From an optimization exercise on the open Yosys and OpenROAD flow, aimed at small area; shortcuts taken in it are not production practice. In this exercise RTL edits were held to simulation tests only and were not proved equivalent to the original. Power figures rest on the tool's default switching activity, not on a simulated workload.

`design/flow/run.sh`:
```
#!/bin/bash
# synth_recipe.tcl (not shown) runs the flow's synth.tcl, then flattens the netlist and writes it again
# the make line also repeats each setting of config.mk as NAME=value (left out here)
make -C /OpenROAD-flow-scripts/flow DESIGN_CONFIG=/design/flow/config.mk WORK_HOME=/design/flow/orfs CLKGATE_MAP_FILE= SYNTH_SCRIPT=/design/flow/synth_recipe.tcl finish
```
`design/flow/config.mk`:
```
export PLATFORM = sky130hd
export DESIGN_NAME = top
export DESIGN_NICKNAME = top
export VERILOG_FILES = /design/flow/design.v
export SDC_FILE = /design/flow/constraint.sdc
export NUM_CORES = 4
export LEC_CHECK = 0
export CAP_MARGIN = 20
export CORE_MARGIN = 2
export CORE_UTILIZATION = 40
export PLACE_DENSITY = 0.6
export SLEW_MARGIN = 20
```
`design/flow/constraint.sdc`:
```
create_clock -name core_clock -period 5.0 [get_ports {clk}]
set_input_delay 1.0000 -clock core_clock [delete_from_list [all_inputs] [get_ports {clk}]]
set_output_delay 1.0000 -clock core_clock [all_outputs]
set_load 0.01 [all_outputs]
```
`design/flow/design.v`:
```
`timescale 1ns / 1ps
module receiver #(parameter clks_per_bit = 50)(
  input clk,
  input rst_n,
  input din,
  output reg [7:0] dout,
  output reg valid
    );
  reg [3:0] state;
  reg [13:0] counter1;
  reg [3:0] counter2;
  parameter IDLE = 3'b000;
  parameter START_BIT = 3'b001;
  parameter DATA_BIT = 3'b010;
  parameter STOP_BIT = 3'b011;
  always @(posedge clk) begin
  if(!rst_n) begin
    dout <= 0;
    valid <= 0;
    state <= 0;
    counter1 <= 0;
    counter2 <= 0;
  end
  else
  case(state)
  IDLE: begin
    counter1 <= 0;
    counter2 <= 0;
    valid <= 1'b0;
    if(din == 1'b0) begin
      state <= START_BIT;
    end
    else begin
      state <= IDLE;
    end  
  end
  START_BIT: begin
    if(counter1 < clks_per_bit/2) begin
      counter1 <= counter1+1;
      state <= START_BIT; 
    end
    else begin
      counter1 <= 0;
      state <= DATA_BIT;
    end
  end
  DATA_BIT: begin
    if(counter1 <= clks_per_bit)begin
      counter1 <= counter1+1;
      state <= DATA_BIT;
    end
    else begin
      counter1 <= 0;
      if(counter2 <= 4'b0111)begin
        dout[counter2] <= din;
        counter2 <= counter2+1;
      end
      else begin
        counter2 <= 0;
        state <= STOP_BIT;
      end
    end
  end
  STOP_BIT: begin
  if (din == 1'b1) begin
    if(counter1 <= clks_per_bit)begin
      valid <= 1'b0;
      counter1 <= counter1+1;
      state <= STOP_BIT;
    end
    else begin
      valid <= 1'b1;
      state <= IDLE;
    end
  end
  else begin
    state <= STOP_BIT;
  end
 end 
  endcase
  end  
endmodule
`timescale 1ns / 1ps
module transmitter #(parameter clks_per_bit = 50)(
  input clk,
  input rst_n,
  input valid,
  input [7:0] din,
  output reg dout,
  output reg done,
  output reg tx_busy,
  output reg valid_test
    );
  reg [3:0] state;
  reg [13:0] counter1;
  reg [3:0] counter2;
  reg [7:0] r_din;
  parameter IDLE = 3'b000;
  parameter START_BIT = 3'b001;
  parameter DATA_BIT = 3'b010;
  parameter STOP_BIT = 3'b011;
  always @(posedge clk) begin
    if(!rst_n) begin
      dout <= 0;
      done <= 0;
      tx_busy <= 0;
      valid_test <= 0;
      state <= 0;
      counter1 <= 0;
      counter2 <= 0;
      r_din <= 0;
    end
    else
    case (state)
    IDLE: begin
      counter2 <= 0;
      dout <= 1'b1;
      counter1 <= 0;
      done <= 0;
      valid_test = 0;
        if(valid) begin 
          state <= START_BIT;
          r_din <= din;
          tx_busy <= 1;
        end
        else begin
          state <= IDLE;
        end 
    end   
    START_BIT: begin
      if(counter1 <= clks_per_bit-1) begin
        counter1 <= counter1 + 1;
        state <= START_BIT;
      end
      else begin
        dout <= 1'b0;
        counter1 <= 0;
        state <= DATA_BIT;
      end
    end
    DATA_BIT: begin
      if(counter1 <= clks_per_bit-1) begin
        counter1 <= counter1 + 1;
        state <= DATA_BIT; 
      end 
      else begin
        counter1 <= 0;
        if(counter2 <= 4'b0111) begin
            dout <= r_din[counter2];
            counter2 <= counter2 + 1;
            state <= DATA_BIT;
          end 
          else begin
            counter2 <= 0;
            state <= STOP_BIT;
          end
      end        
    end    
    STOP_BIT: begin
      if(counter1 <= clks_per_bit-1) begin
        dout <= 1'b1;
        counter1 <= counter1 + 1;
        done <= 1'b0; 
        state <= STOP_BIT;
      end
      else begin
        counter1 <= 0;
        done <= 1'b1; 
        state <= IDLE;
        tx_busy <= 0;
      end
    end
    endcase  
  end  
endmodule
`timescale 1ns / 1ps
module connection_receiver_master(
  input clk,
  input rst_n,
  input valid_tx,
  input [7:0] dout,
  input pready,
  output reg [1:0] pselx_m,
  output reg [31:0] pwdata_m,
  output reg [31:0] paddr_m,
  output reg pwrite_m,
  output reg valid
    );
  reg [2:0] state;
  reg [2:0] count1;
  reg [2:0] count2;
  parameter IDLE = 3'b000;
  parameter SEL = 3'b001;
  parameter WR_EN = 3'b010;
  parameter DATA = 3'b011;
  parameter ADDR = 3'b100;
  parameter WAIT = 3'b101;
always @(posedge clk) begin
if(!rst_n) begin
  pselx_m <= 0;
  pwdata_m <= 0;
  paddr_m <= 0;
  pwrite_m <= 0;
  valid <= 0;
  state <= 0;
  count1 <= 0;
  count2 <= 0;
end
else
case(state)
IDLE: begin
  pselx_m <= 0;
  pwdata_m <= 0;
  paddr_m <= 0;
  pwrite_m <= 0;
  valid <= 0;
  count1 <= 0;
  count2 <= 0; 
  state <= SEL;           
end
SEL: begin
  if(valid_tx == 1'b1) begin
    pselx_m <= dout[1:0];
    state <= WR_EN;
  end
  else
    state <= SEL;
end
WR_EN: begin
  if(valid_tx == 1'b1)begin
    pwrite_m <= dout[0];
    state <= DATA; 
  end
  else
    state <= WR_EN;  
end
DATA: begin
  if(valid_tx == 1'b1) begin 
    if(count1 < 3)begin
      pwdata_m[32-(count1*8)-1 -:8] <= dout;
      count1 <= count1+1;
      state <= DATA;  
    end else begin
      pwdata_m[32-(count1*8)-1 -:8] <= dout;
      count1 <= 0;
      state <= ADDR;  
    end
  end
end
ADDR: begin
  if(valid_tx == 1'b1) begin
    if(count2 < 3)begin
      paddr_m[32-(count2*8)-1 -:8] <= dout;
      count2 <= count2+1; 
      state <= ADDR;
      valid <= 1'b0;
    end else begin
      paddr_m[32-(count2*8)-1 -:8] <= dout;
      count2 <= 0;
      valid <= 1'b1;
      state <= WAIT;      
    end
  end 
 end
WAIT: begin
    valid <= 0;
    if(pready) begin
      state <= IDLE;
    end
end 
endcase
end   
endmodule
`timescale 1ns / 1ps
module apb_master(
  input pclk,
  input prst_n,
  input pwrite_m,
  input [31:0] pwdata_m,
  input [31:0] paddr_m,
  input [1:0] pselx_m,
  input pready,  
  input valid,
  output pwrite_s,
  output [1:0] pselx_s,
  output reg penable,
  output [31:0] paddr_s,
  output [31:0] pwdata_s
    );
  reg [31:0] paddr_reg;
  reg pwrite_reg;
  reg [31:0] pwdata_reg;
  reg [1:0] pselx_reg;
  parameter IDLE = 2'b00;
  parameter SETUP = 2'b01;
  parameter ACCESS = 2'b10;
  reg [1:0] state;
always @(posedge pclk) begin
if(!prst_n) begin
  paddr_reg <= 0;
  pwrite_reg <= 0;
  pwdata_reg <= 0;
  pselx_reg <= 0;
  penable <= 0;
  state <= IDLE;
end
else
case(state)
IDLE: begin
  pselx_reg <= 0;
  penable <= 0;
    if(valid)begin
      state <= SETUP;
    end
    else
    state <= IDLE;
end
SETUP: begin
  pselx_reg <= pselx_m;
  penable <= 1'b0;
  state <= ACCESS;
end
ACCESS: begin
    penable <= 1'b1;
    if(pwrite_m == 1) begin   
      paddr_reg <= paddr_m;
      pwrite_reg <= pwrite_m;
      pwdata_reg <= pwdata_m;
    end
    if(pready) begin
     state <= IDLE;
     penable <= 1'b0;
    end
    else begin
      state <= ACCESS;
    end
end
endcase
end
  assign paddr_s = paddr_reg;
  assign pwrite_s = pwrite_reg;
  assign pwdata_s = pwdata_reg;
  assign pselx_s = pselx_reg;
endmodule
module demux_slave(
  input clk,
  input [1:0] sel,
  input [31:0] data,
  input [31:0] addr,
  output [65:0] psel_s1,
  output [65:0] psel_s2
);
assign psel_s1 = (sel == 2'b10)? {data, sel, addr} : 66'd0;
assign psel_s2 = (sel == 2'b01)? {data, sel, addr} : 66'd0;
endmodule
module mux_pready(
  input clk,
  input rst_n,
  input [1:0] sel,
  input pready_mas1,
  input pready_mas2,
  output reg pready
  );
  always @(posedge clk) begin
    if (!rst_n)
        pready <= 0;
    else if (sel == 2'b10)
        pready <= pready_mas1;
    else
        pready <= pready_mas2;
  end
  endmodule
module slave(
input penable,
input [31:0] pwdata_in,
input clk,
input rst_n,
input [1:0] psel,
input pready_tr_in,
input pwrite,
input [31:0] addr,
output reg [31:0] pwdata_out,
output reg valid_fsm,
output reg pready_out,
output reg [31:0] addr_out
);
reg [1:0] state;
  parameter IDLE = 2'b00;
  parameter NEXT = 2'b01;
  parameter WAIT_FOR_COMPLETION = 2'b10;
  parameter CLEANUP = 2'b11;
always @(posedge clk) begin
  if(!rst_n) begin
    pwdata_out <= 0;
    valid_fsm <= 0;
    pready_out <= 0;
    addr_out <= 0;
    state <= IDLE;
  end
  else
  case (state) 
  IDLE: begin
    pwdata_out <= 0;
    valid_fsm <= 0;
    pready_out <= 0;
    addr_out <= 0; 
      if(penable == 1'b1) begin
        state <= NEXT;
      end
   end   
  NEXT: begin   
          if(pwrite == 1'b1) begin
            pwdata_out <= pwdata_in;
            addr_out <= addr;
            valid_fsm <= 1'b1;
            pready_out <= 1'b1;  
            state <= WAIT_FOR_COMPLETION;
          end  
  end
  WAIT_FOR_COMPLETION: begin
        if (pready_out)
          state <= CLEANUP;  
  end
  CLEANUP: begin
     valid_fsm <= 1'b0;
     pready_out <= 0;
     state <= IDLE;
  end
  endcase
end    
endmodule
module connection_slave2_transmitter(
  input [31:0] data_in_s,
  input clk,
  input rst_n,
  input valid_fsm_s,
  input done,
  input tx_busy,
  input [31:0] addr_s,
  output reg valid,
  output reg [7:0] data_out,
  output reg pready_slave,
  output reg [31:0] addr_out
    );
   reg [3:0] counter;
   reg [1:0] state;
    always @(posedge clk) begin
      if(!rst_n) begin
        valid <= 0;
        data_out <= 0;
        pready_slave <= 0;
        addr_out <= 0;
        counter <= 0;
        state <= 0;
      end
      else
      case(state)
        0: begin
          valid <= 1'b0;
          pready_slave <= 1'b0;
          if(valid_fsm_s) begin
            state <= 1;
          end
          else begin
            state <= 0;
          end
        end
        1: begin
          addr_out <= addr_s;
          if(counter < 3) begin
            data_out <= data_in_s[32-(counter*8)-1 -:8];
            counter <= counter+1; 
            valid <= 1'b1;
            state <= 2;
          end
          else begin
            data_out <= data_in_s[32-(counter*8)-1 -:8];
            counter <= 0; 
            state <= 0;
          end
        end
        2: begin
          valid <= 1'b0;
          if(done) begin
            pready_slave <= 1'b1;
            state <= 1;
          end
          else begin
            state <= 2;
            pready_slave <= 1'b0;
          end
        end
       endcase      
    end
endmodule
`timescale 1ns / 1ps
module top(
  input clk,
  input rst_n,
  input din_rx,
  output dout_tx_s1,
  output dout_tx_s2,
  output [31:0] addr_tx_s1,
  output [31:0] addr_tx_s2
    );
  wire [7:0] dout_rx;
  wire valid_rx;
  wire [1:0] sel;
  wire [31:0] data;
  wire [31:0] addr_rx;
  wire en;
  wire valid_master;
  wire penable;
  wire pwrite_slave;
  wire pready_fsm;
  wire [1:0] psel_slave;
  wire pready_master;
  wire valid_slave;
  wire [31:0] addr_slave;
  wire test_valid;
  wire [31:0] din_tx;
  wire [31:0] data_fsm1;
  wire [31:0] data_fsm2;
  wire valid_fsm_s1;
  wire valid_fsm_s2;
  wire valid_tx;
  wire [7:0] data_tx;
  wire dout_tx_in;
  wire done;
  wire [31:0] addr_fsm1;
  wire [31:0] addr_fsm2;
  wire tx_busy;
  wire [65:0] psel_slave1;
  wire [65:0] psel_slave2;
  wire valid_tx2;
  wire [7:0] data_tx2;
  wire done2;
  wire tx_busy2;
  wire pready_fsm2;
  wire pready_fsm1;
  wire pready_fsm_mas;
  receiver dut0(
  .clk(clk),
  .rst_n(rst_n),
  .din(din_rx),
  .dout(dout_rx),
  .valid(valid_rx)
  );
  connection_receiver_master dut1(
  .clk(clk),
  .rst_n(rst_n),
  .valid_tx(valid_rx),
  .dout(dout_rx),
  .pselx_m(sel),
  .pwdata_m(data),
  .paddr_m(addr_rx),
  .pwrite_m(en),
  .pready(pready_fsm_mas),
  .valid(valid_master)
  );
  apb_master dut2(
  .pclk(clk),
  .prst_n(rst_n),
  .pwrite_m(en),
  .pwdata_m(data),
  .paddr_m(addr_rx),
  .pselx_m(sel),
  .pready(pready_fsm_mas),
  .valid(valid_master),
  .pwrite_s(pwrite_slave),
  .pselx_s(psel_slave),
  .penable(penable),
  .paddr_s(addr_slave),
  .pwdata_s(din_tx)
  );
  demux_slave dut3(
  .clk(clk),
  .sel(psel_slave),
  .data(din_tx),
  .addr(addr_slave),
  .psel_s1(psel_slave1),
  .psel_s2(psel_slave2)
  );
  mux_pready dut4(
  .clk(clk),
  .rst_n(rst_n),
  .sel(psel_slave),
  .pready(pready_fsm_mas),
  .pready_mas1(pready_fsm1),
  .pready_mas2(pready_fsm2)
  );
  slave dut5 (
  .penable(penable),
  .pwdata_in(psel_slave1[65:34]),
  .clk(clk),
  .rst_n(rst_n),
  .addr(psel_slave1[31:0]),
  .psel(psel_slave1[33:32]),
  .pready_tr_in(),
  .pwdata_out(data_fsm1),
  .valid_fsm(valid_fsm_s1),
  .pready_out(),
  .pwrite(pwrite_slave),
  .addr_out(addr_fsm1)
  );
  slave dut6 (
  .penable(penable),
  .pwdata_in(psel_slave2[65:34]),
  .clk(clk),
  .rst_n(rst_n),
  .addr(psel_slave2[31:0]),
  .psel(psel_slave2[33:32]),
  .pready_tr_in(),
  .pwdata_out(data_fsm2),
  .valid_fsm(valid_fsm_s2),
  .pready_out(),
  .pwrite(pwrite_slave),
  .addr_out(addr_fsm2)
  );
  connection_slave2_transmitter dut7(
  .data_in_s(data_fsm1),
  .clk(clk),
  .rst_n(rst_n),
  .addr_s(addr_fsm1),
  .valid_fsm_s(valid_fsm_s1),
  .valid(valid_tx),
  .data_out(data_tx),
  .done(done),
  .addr_out(addr_tx_s1),
  .tx_busy(tx_busy),
  .pready_slave(pready_fsm1)
    );
  connection_slave2_transmitter dut8(
  .data_in_s(data_fsm2),
  .clk(clk),
  .rst_n(rst_n),
  .addr_s(addr_fsm2),
  .valid_fsm_s(valid_fsm_s2),
  .valid(valid_tx2),
  .data_out(data_tx2),
  .done(done2),
  .addr_out(addr_tx_s2),
  .tx_busy(tx_busy2),
  .pready_slave(pready_fsm2)
    );    
  transmitter dut9(
  .clk(clk),
  .rst_n(rst_n),
  .valid(valid_tx),
  .din(data_tx),
  .dout(dout_tx_s1),
  .valid_test(),
  .tx_busy(tx_busy),
  .done(done)
  );
  transmitter dut10(
  .clk(clk),
  .rst_n(rst_n),
  .valid(valid_tx2),
  .din(data_tx2),
  .dout(dout_tx_s2),
  .valid_test(),
  .tx_busy(tx_busy2),
  .done(done2)
  );
endmodule
```
==> impl_metrics.py, run 1 <==
metrics = {
    "status": {
        "status": "finished clean",
    },
    "clock_tree": {
        "cts_resized": 0,
        "ctsRootBufferMaster": "clkbuf_16",
        "path_clk_slew_ns": 0.06,
        "cts_hold_buf": 0,
        "cts.sinks": 467,
        "cts_tree": "yes",
        "cts_buffers": 50,
        "htreeDepth": 2,
        "cts_buffer_depth": 3,
        "clk_latency_ns": 0.60,
        "post-cts-setup-buffer-count": 0,
    },
    "critical_path": {
        "crit_required_ns": 5.52,
        "cp_slowest_stage_delay_ns": 0.57,
        "start_kind": "flip-flop",
        "path_cells": "inv_1 -> ha_1 -> nor2_1 -> nand2_1 -> ha_1 -> nor4b_1 -> and4_1 -> or3_1 -> o2111ai_4 -> nor3_4 -> a22o_1",
        "critPathCaptureType": "flip-flop",
        "crit_buf_inv": 1,
        "crit_family": "simple AND/OR/NAND/NOR gates",
        "path_class": "flip-flop to flip-flop",
        "crit_top_cell": "ha_1",
        "arrival_ns": 4.27,
        "slowest_stage": "nor4b_1",
        "crit_fanout": 11,
    },
    "global_routing": {
        "grt_antenna_before_repair": 1,
        "grt_pass1_wl_mm": 73.9,
        "grt_pass1_vias": 14047,
        "grt_max_degree": 138,
        "overflow": 0,
        "grt_usage": 0.180,
    },
    "layout": {
        "fill_cells": 4426,
        "antennaDiodeCount": 0,
        "drive_gt1_frac": 0.0702,
        "synthToLayoutAreaGrowth_pct": 14.6,
        "fin_nets": 2164,
        "multi_input_area_um2": 8950,
        "stdcell_count": 2743,
        "seq_area_um2": 9350,
    },
    "floorplanning": {
        "die_w_um": 222,
        "die_area_um2": 49400,
        "num_rows": 79,
        "start_util": 0.407,
        "core-area_um2": 46800,
        "io_pins": 69,
        "dieHeight_um": 222,
    },
    "placement": {
        "dp_hpwl_mm": 28.7,
        "post-place-ws_ns": 1.39,
        "dp.cells": 2650,
        "gp_congestion": 0.843,
        "io_buffers": 68,
    },
    "logic_synthesis": {
        "synthSimpleGateAreaFrac": 0.189,
        "syn_area_per_cell_um2": 9.06,
        "synth_xor_area_frac": 0.00848,
        "ys.warnings.count": 7,
        "synth_edf_count": 0,
        "synth.distinct_cells": 80,
        "syn-cell-area_um2": 19000,
        "synthAdderAreaFrac": 0.0434,
        "async_reset_ff_frac": 0,
        "synth_compound_area_frac": 0.162,
        "synth_top_family_by_area": "simple AND/OR/NAND/NOR gates",
        "synth-main-ff-cell": "dfxtp_1",
        "syn_inst": 2101,
        "synthMuxAreaShare": 0.0658,
        "seq_area_frac_synth": 0.491,
        "synth_seq_cells": 467,
        "synth_nets": 2170,
    },
    "timing": {
        "setup_ws_ns": 1.25,
        "skew_ns": 0.0208,
        "tightest_slew_ns": 0.899,
        "fin_setup_tns_ns": 0,
        "maxSlewViolCount": 0,
        "relSlewSlack": 0.398,
        "hold_violations": 0,
        "rsz0062_at_grt": "false",
        "timing.fmax_mhz": 267,
        "fin_crit_sh": 0.750,
        "period_minus_slack_ns": 3.75,
        "setup_viol": 0,
    },
    "route": {
        "drt-total-wl_mm": 44.8,
        "postRouteAntennaNets": 0,
        "wl_per_cell_um": 16.3,
        "vias_per_cell": 5.39,
        "drtIter0Drc": 1210,
        "vias": 14793,
        "drcViolationCount": 0,
        "dr.pass1.iters": 5,
    },
    "power_and_ir_drop": {
        "ir_drop_uv": 258,
        "power_mw": 8.20,
        "leakage_nw": 7.60,
        "p_per_area_nw_per_um2": 376,
    },
    "run": {
        "maxCapViolations": 0,
    },
    "min_path": {
        "hold_class": "flip-flop to flip-flop",
    },
}
-- final cells by class --
cell class,count,share of cell area
Sequential cell,467,0.428
Multi-Input combinational cell,1433,0.410
Tap cell,607,0.0348
Clock inverter,26,0.0132
Timing Repair Buffer,84,0.0373
Inverter,59,0.0105
Clock buffer,67,0.0654
-- metal layers --
layer | part of all wire | track usage | up-vias
met3 | 0.043 | 0.0333 | 67
met4 | 0.020 | 0.0490 | 0
li1 | - | - | 7376
met5 | 0 | 0 | -
met2 | 0.45 | 0.286 | 257
met1 | 0.49 | 0.249 | 7093
-- power breakdown --
group	internal (mW)	switching, mW
Sequential	3.74	0.0252
Clock	2.27	1.54
Combinational	0.126	0.502
Total	6.13	2.07
-- worst min-delay path, cell delays in order, from the launching register on --
cell,delay (ns)
dfxtp_1,0.31
nand2_1,0.05
nor2_1,0.03
-- path summary, 6_finish.rpt --
path / slack [ns] / cells past startpoint / from / to
setup / recovery: 1.25 / 11 / dut1.count1[0]$_SDFFE_PN0P_ / dut1.pwdata_m[26]$_SDFFE_PN0P_
hold / removal: 0.43 / 2 / dut0.counter1[13]$_SDFFE_PN0P_ / dut0.counter1[13]$_SDFFE_PN0P_
setup reg to reg: 1.25 / 11 / dut1.count1[0]$_SDFFE_PN0P_ / dut1.pwdata_m[26]$_SDFFE_PN0P_
hold reg to reg: 0.43 / 2 / dut0.counter1[13]$_SDFFE_PN0P_ / dut0.counter1[13]$_SDFFE_PN0P_
-- synthesized netlist by cell type (all sizes together), types with 4 or more instances --
cell      n  area, um^2
o31ai     4        43.8
a31oi     9        56.3
mux4     20         450
nor3b     9        83.8
nand3    66         330
nor2b    25         156
a32o      6        60.1
a311oi    6        52.6
and3     25         156
nand3b    7        52.6
nor2    299        1130
mux2i    79         791
a21oi   171         856
o211ai    5        37.5
a211oi    9        67.6
o311a     4        40.0
a22o     24         210
buf      26         113
clkbuf  116         437
and4      4        35.0
nor4     10        62.6
nand2   245         920
nand4    10        62.6
nor4b     7        67.6
ha       66         826
o21a      4        30.0
and2     16         100
o21ai    46         230
xnor2     9        78.8
xor2      4        35.0
or3       8        50.1
nand2b   13        88.8
inv      59         221
a41oi    12         105
nor3     28         163
a22oi   139        1040
dfxtp   467        9350
-- metrics by stage --
step / utilization / instance area, um^2 / hold slack (ns)
global placement: 0.430 / 20100 / 0.430
floorplan: - / 19000 / 0.410
finish: 0.467 / 21800 / 0.433
detailed placement: 0.430 / 20100 / 0.426
CTS: 0.467 / 21800 / 0.437
global route: 0.467 / 21800 / 0.469
-- cell usage in the layout (no fill, tap or decap), types with 9 or more instances in the layout --
cell type / Yosys / final
nand4_1: 10 / 10
nand2b_1: 12 / 12
xnor2_1: 9 / 9
clkbuf_8: 0 / 9
nand2_1: 245 / 244
a21oi_1: 171 / 171
and3_1: 25 / 25
a22o_1: 24 / 24
dfxtp_1: 467 / 467
and2_1: 16 / 15
nand3_1: 66 / 66
clkdlybuf4s50_1: 0 / 68
clkbuf_16: 0 / 51
a211oi_1: 9 / 9
nor2_1: 297 / 296
nor4_1: 10 / 10
ha_1: 66 / 64
nor2b_1: 25 / 25
inv_1: 59 / 58
a41oi_1: 12 / 12
o21ai_1: 10 / 10
clkinv_2: 0 / 15
o21ai_0: 36 / 36
a31oi_1: 9 / 9
mux2i_1: 79 / 78
nor3_1: 26 / 26
mux4_2: 20 / 20
buf_4: 0 / 15
a22oi_1: 139 / 139
-- cell families (layout without fill, tap and decap cells) --
family,count (synthesis),after routing
flops,467,467
fa+ha+maj,66,66
xor+xnor,15,15
simple gates,787,787
mux,100,100
buf+inv,201,236
compound gates,465,465
==> inputs of run 2 (changes only) <==
==> design/flow/design.v (replaced) <==
module top(
  input clk,
  input rst_n,
  input din_rx,
  output dout_tx_s1,
  output dout_tx_s2,
  output [31:0] addr_tx_s1,
  output [31:0] addr_tx_s2
    );
  localparam R_IDLE = 2'd0, R_START = 2'd1, R_DATA = 2'd2, R_STOP = 2'd3;
  reg [1:0] rst;       
  reg [5:0] rc1;       
  reg [3:0] rc2;       
  wire rc1_25 = rc1[4] & rc1[3] & rc1[0];
  wire rc1_51 = rc1[5] & rc1[4] & rc1[1] & rc1[0];
  wire strobe = (rst == R_DATA) & rc1_51 & ~rc2[3];        
  wire rx_done = (rst == R_STOP) & din_rx & rc1_51;          
  always @(posedge clk) begin
    if (!rst_n)
      rst <= R_IDLE;
    else case (rst)
      R_IDLE:  if (!din_rx) rst <= R_START;
      R_START: if (rc1_25) rst <= R_DATA;
      R_DATA:  if (rc1_51 & rc2[3]) rst <= R_STOP;
      R_STOP:  if (rx_done) rst <= R_IDLE;
    endcase
  end
  always @(posedge clk) begin
    case (rst)
      R_IDLE: begin rc1 <= 0; rc2 <= 0; end
      R_START: rc1 <= rc1_25 ? 6'd0 : rc1 + 6'd1;
      R_DATA: begin
        if (rc1_51) begin
          rc1 <= 0;
          rc2 <= rc2[3] ? 4'd0 : rc2 + 4'd1;
        end else
          rc1 <= rc1 + 6'd1;
      end
      R_STOP: if (din_rx & ~rc1_51) rc1 <= rc1 + 6'd1;
    endcase
  end
  reg [3:0] k;
  reg [1:0] sel;        
  reg pw;               
  reg pw_seen;          
  reg [15:0] wd;        
  reg [31:0] wan;       
  reg [1:0] b;          
  reg [3:0] p;          
  reg [5:0] c;          
  reg [1:0] gn;         
  wire active = ~(b[1] & b[0]);
  wire c50 = c[5] & c[4] & c[1] & ~c[0] & ~c[3];    
  wire release_parser = active & (b == 2'd1) & (p == 4'd0) & (c == 6'd63);
  wire start = rx_done & (k == 4'd9) & (pw | pw_seen);
  always @(posedge clk) begin
    if (!rst_n) begin
      k <= 0;
      pw_seen <= 0;
    end else begin
      if (k == 4'd10) begin
        if (release_parser) k <= 0;
      end else if (rx_done)
        k <= k + 4'd1;
      if (rx_done & (k == 4'd9))
        pw_seen <= pw_seen | pw;
    end
  end
  always @(posedge clk) begin
    if (strobe & ((k == 4'd0) | (k == 4'd10))) begin
      if (rc2[2:0] == 3'd0) sel[0] <= din_rx;
      if (rc2[2:0] == 3'd1) sel[1] <= din_rx;
    end
    if (strobe & (k == 4'd1) & (rc2[2:0] == 3'd0))
      pw <= din_rx;
  end
  wire wd_rx  = strobe & pw & ((k == 4'd2) | (k == 4'd3));
  wire wd_tx  = active & c50 & (p >= 4'd1) & (p <= 4'd8) & ~b[1];
  always @(posedge clk) begin
    if (wd_rx | wd_tx)
      wd <= {wd_rx ? din_rx : wd[0], wd[15:1]};
    if (strobe & pw & (k >= 4'd6) & (k <= 4'd9))
      wan <= {~din_rx, wan[31:1]};
  end
  always @(posedge clk) begin
    if (!rst_n)
      b <= 2'd3;
    else if (start) begin
      b <= 2'd0;
      p <= 4'd0;
      c <= 6'd55;
    end else if (active) begin
      if (c50) begin
        if (p == 4'd10) begin
          b <= b + 2'd1;       
          p <= 4'd0;
          c <= 6'd61;
        end else begin
          p <= p + 4'd1;
          c <= 6'd0;
        end
      end else
        c <= c + 6'd1;
    end
  end
  always @(posedge clk) begin
    if (!rst_n)
      gn <= 2'b11;
    else if (active & (p == 4'd0) & (c == 6'd62)) begin
      if (b == 2'd0) gn <= ~{sel == 2'b01, sel == 2'b10};
      else if (b == 2'd2) gn <= 2'b11;
    end
  end
  reg tx1, tx2;
  always @(posedge clk) begin
    if (!rst_n) begin
      tx1 <= 0;
      tx2 <= 0;
    end else if (!active | (p == 4'd10)) begin
      tx1 <= 1;
      tx2 <= 1;
    end else if (c50) begin
      if (p == 4'd0) begin
        tx1 <= 0;
        tx2 <= 0;
      end else if (p <= 4'd8) begin
        tx1 <= ~gn[0] & wd[0];
        tx2 <= ~gn[1] & wd[0];
      end
    end
  end
  assign dout_tx_s1 = tx1;
  assign dout_tx_s2 = tx2;
  wire [31:0] an = {wan[7:0], wan[15:8], wan[23:16], wan[31:24]};
  assign addr_tx_s1 = ~(an | {32{gn[0]}});
  assign addr_tx_s2 = ~(an | {32{gn[1]}});
endmodule
==> run 2 against run 1 <==
Effect of this change: die area fell by 78%; maximum frequency rose by 26%; final area down 77%; worst setup slack improved by 0.77 ns; utilization increased by 4.5 points; global-route usage decreased by 3.0 points; register-to-register slack gained 1.4 ns; count of clock-buffer cells in the layout fell by 57; flip-flop and latch count shrank 383; final cell count fell by 80%; critical path type is now primary input to flip-flop; critical endpoint is now c[1]$_SDFFCE_PP1P_.
==> impl_metrics.py, run 2 <==
metrics = {
    "status": {
        "status": "finished clean",
    },
    "clock_tree": {
        "htreeDepth": 3,
        "cts_tree": "yes",
        "cts_resized": 0,
        "path_clk_slew_ns": 0.09,
        "cts.sinks": 84,
        "clk_latency_ns": 0.36,
        "post-cts-setup-buffer-count": 0,
        "cts_hold_buf": 0,
        "ctsRootBufferMaster": "clkbuf_8",
        "cts_buffer_depth": 2,
        "cts_buffers": 9,
    },
    "placement": {
        "dp.cells": 536,
        "dp_hpwl_mm": 5.46,
        "gp_congestion": 0.775,
        "io_buffers": 68,
    },
    "critical_path": {
        "start_kind": "primary input",
        "crit_fanout": 9,
        "crit_required_ns": 5.00,
        "path_class": "primary input to flip-flop",
        "arrival_ns": 2.98,
        "reg2reg_slack_ns": 2.64,
        "critPathCaptureType": "flip-flop",
    },
    "route": {
        "dr.pass1.iters": 4,
        "drcViolationCount": 0,
        "postRouteAntennaNets": 0,
        "drtIter0Drc": 84,
        "drt-total-wl_mm": 7.69,
        "vias": 2715,
        "wl_per_cell_um": 13.9,
        "vias_per_cell": 4.92,
    },
    "power_and_ir_drop": {
        "p_per_area_nw_per_um2": 315,
        "power_mw": 1.56,
        "leakage_nw": 1.70,
        "ir_drop_uv": 216,
    },
    "timing": {
        "timing.fmax_mhz": 336,
        "setup_viol": 0,
        "period_minus_slack_ns": 2.98,
        "rsz0062_at_grt": "false",
        "tightest_slew_ns": 0.632,
        "maxSlewViolCount": 0,
        "skew_ns": 0.0126,
        "fin_setup_tns_ns": 0,
        "hold_violations": 0,
        "relSlewSlack": 0.578,
        "fin_crit_sh": 0.596,
    },
    "global_routing": {
        "grt_antenna_before_repair": 0,
        "grt_usage": 0.149,
        "grt_pass1_vias": 2415,
        "grt_pass1_wl_mm": 12.2,
        "overflow": 0,
        "grt_max_degree": 35,
    },
    "layout": {
        "fin_nets": 436,
        "final_common_cell": "nor2_1",
        "stdcell_count": 552,
        "drive_gt1_frac": 0.0644,
        "largest_register_ffs": 32,
        "regMostFlops": "wan",
        "final_cell_mix": "84 x nor2_1, 71 x edfxtp_1, 68 x clkdlybuf4s50_1",
        "top_regs": "wan x32, wd x16",
        "antennaDiodeCount": 0,
        "synthToLayoutAreaGrowth_pct": 25.8,
    },
    "logic_synthesis": {
        "async_reset_ff_frac": 0,
        "syn_area_per_cell_um2": 11.4,
        "ys.warnings.count": 1,
        "syn_inst": 345,
        "syn-cell-area_um2": 3920,
        "synth.distinct_cells": 47,
        "ys_top_cells_by_area": "edfxtp_1 54%, nor2_1 8.0%, dfxtp_1 6.6%",
        "synth_seq_cells": 84,
        "synth_most_common_cell": "nor2_1",
        "synth-main-ff-cell": "edfxtp_1",
        "yosys-top-cells-count": "84 x nor2_1, 71 x edfxtp_1, 19 x ha_1",
        "synth_top_area_share": 0.544,
        "synth_nets": 367,
        "synth_edf_count": 71,
        "seq_area_frac_synth": 0.610,
        "yosysTopAreaCell": "edfxtp_1",
    },
    "floorplanning": {
        "core-area_um2": 9640,
        "die_w_um": 103,
        "dieHeight_um": 103,
        "die_area_um2": 10600,
        "num_rows": 36,
        "io_pins": 69,
        "start_util": 0.407,
    },
    "run": {
        "maxCapViolations": 0,
    },
    "min_path": {
        "hold_class": "flip-flop to flip-flop",
    },
}
-- run 2: changes by cell type after synthesis, moves of 24 or more --
cell	previous run	this run
ha_1	66	19
a21oi_1	171	10
inv_1	59	14
nand3_1	66	9
dfxtp_1	467	13
mux2i_1	79	2
nor2_1	297	84
nand2_1	245	18
edfxtp_1	0	71
a22o_1	24	0
a22oi_1	139	0
clkbuf_1	115	9
-- run 2: logic make-up after synthesis --
group | share of synthesized area
fa+ha+maj | 0.0606
mux | 0.0108
flops | 0.610
xor+xnor | 0.0223
compound gates | 0.0676
simple gates | 0.204
buf+inv | 0.0246
-- run 2: through the flow --
step	cell area [um^2]	util	hold WS (ns)	worst slack [ns]
5_1_grt	4930	0.512	0.440	1.89
3_5_place_dp	4730	0.491	0.406	1.66
3_3_place_gp	4730	0.491	0.407	1.75
2_1_floorplan	3920	-	0.400	2.55
4_1_cts	4930	0.512	0.416	1.84
6_report	4930	0.512	0.429	2.02
-- run 2: worst max-delay path, stage by stage --
cell and delay (ns):
clkdlybuf4s50_1 0.64, and2_1 0.21, nand2_2 0.10, or3_1 0.50
a21oi_1 0.53
-- run 2: layout make-up --
class	instances	area, um^2
Tap cell	133	166
Inverter	14	52.6
Multi-Input combinational cell	236	1430
Clock buffer	10	128
Sequential cell	84	2390
Clock inverter	6	71.3
Timing Repair Buffer	69	688
Fill cell	879	4700
-- run 2: worst paths after layout --
kind | start | to | cells past startpoint
max | din_rx | c[1]$_SDFFCE_PP1P_ | 5
min | wd[2]$_DFFE_PP_ | wd[1]$_DFFE_PP_ | 0
max reg2reg | rst[1]$_SDFFE_PN0P_ | c[1]$_SDFFCE_PP1P_ | 5
min reg2reg | wd[2]$_DFFE_PP_ | wd[1]$_DFFE_PP_ | 0
-- run 2: power by group --
part	total [mW]	internal, mW	switching [mW]
registers	0.850	0.808	0.0417
logic	0.215	0.0878	0.127
clock network	0.491	0.235	0.255
total	1.56	1.13	0.424
-- run 2: per-layer routing --
| metal | GRT usage | vias up | wire length (um) |
|---|---|---|---|
| met2 | 0.224 | 52 | 3530 |
| met4 | 0.0638 | 0 | 74 |
| met1 | 0.213 | 1292 | 3790 |
| li1 | - | 1363 | - |
| met5 | 0 | - | 0 |
| met3 | 0.0271 | 8 | 293 |

==> afterwards: timing with drivers on the ports <==
The flow's constraints put no driver on any port. The routed layouts listed below were extracted and timed again, unchanged, in two steps. Step 1 sets driving cells, clkbuf_16 on the clock port and buf_2 on the other inputs (assumed; they add their load-dependent delay and slew). Step 2, shift: input delay + t, output delay - t, t = (earliest + latest rising clock arrival at the registers) / 2. This alone moves slack from input paths to output paths. Three values: no drivers, after step 1, after step 2; two values: the first two.
run | t (ns) | slack for setup (ns) | hold slack, ns | worst setup path at the end | clock arrival spread, ns
run 1 | 0.642 | 1.252 / 1.252 / 1.252 | 0.433 / 0.433 / 0.433 | register to register | 0.021 / 0.022
run 2 | 0.379 | 2.020 / 2.024 / 1.646 | 0.429 / 0.429 / 0.429 | input to register | 0.012 / 0.013
After both steps setup and hold are still met in every run listed. The setup slack of run 2, which loses most, moves by +0.004 ns with the drivers and by -0.374 ns with both steps.
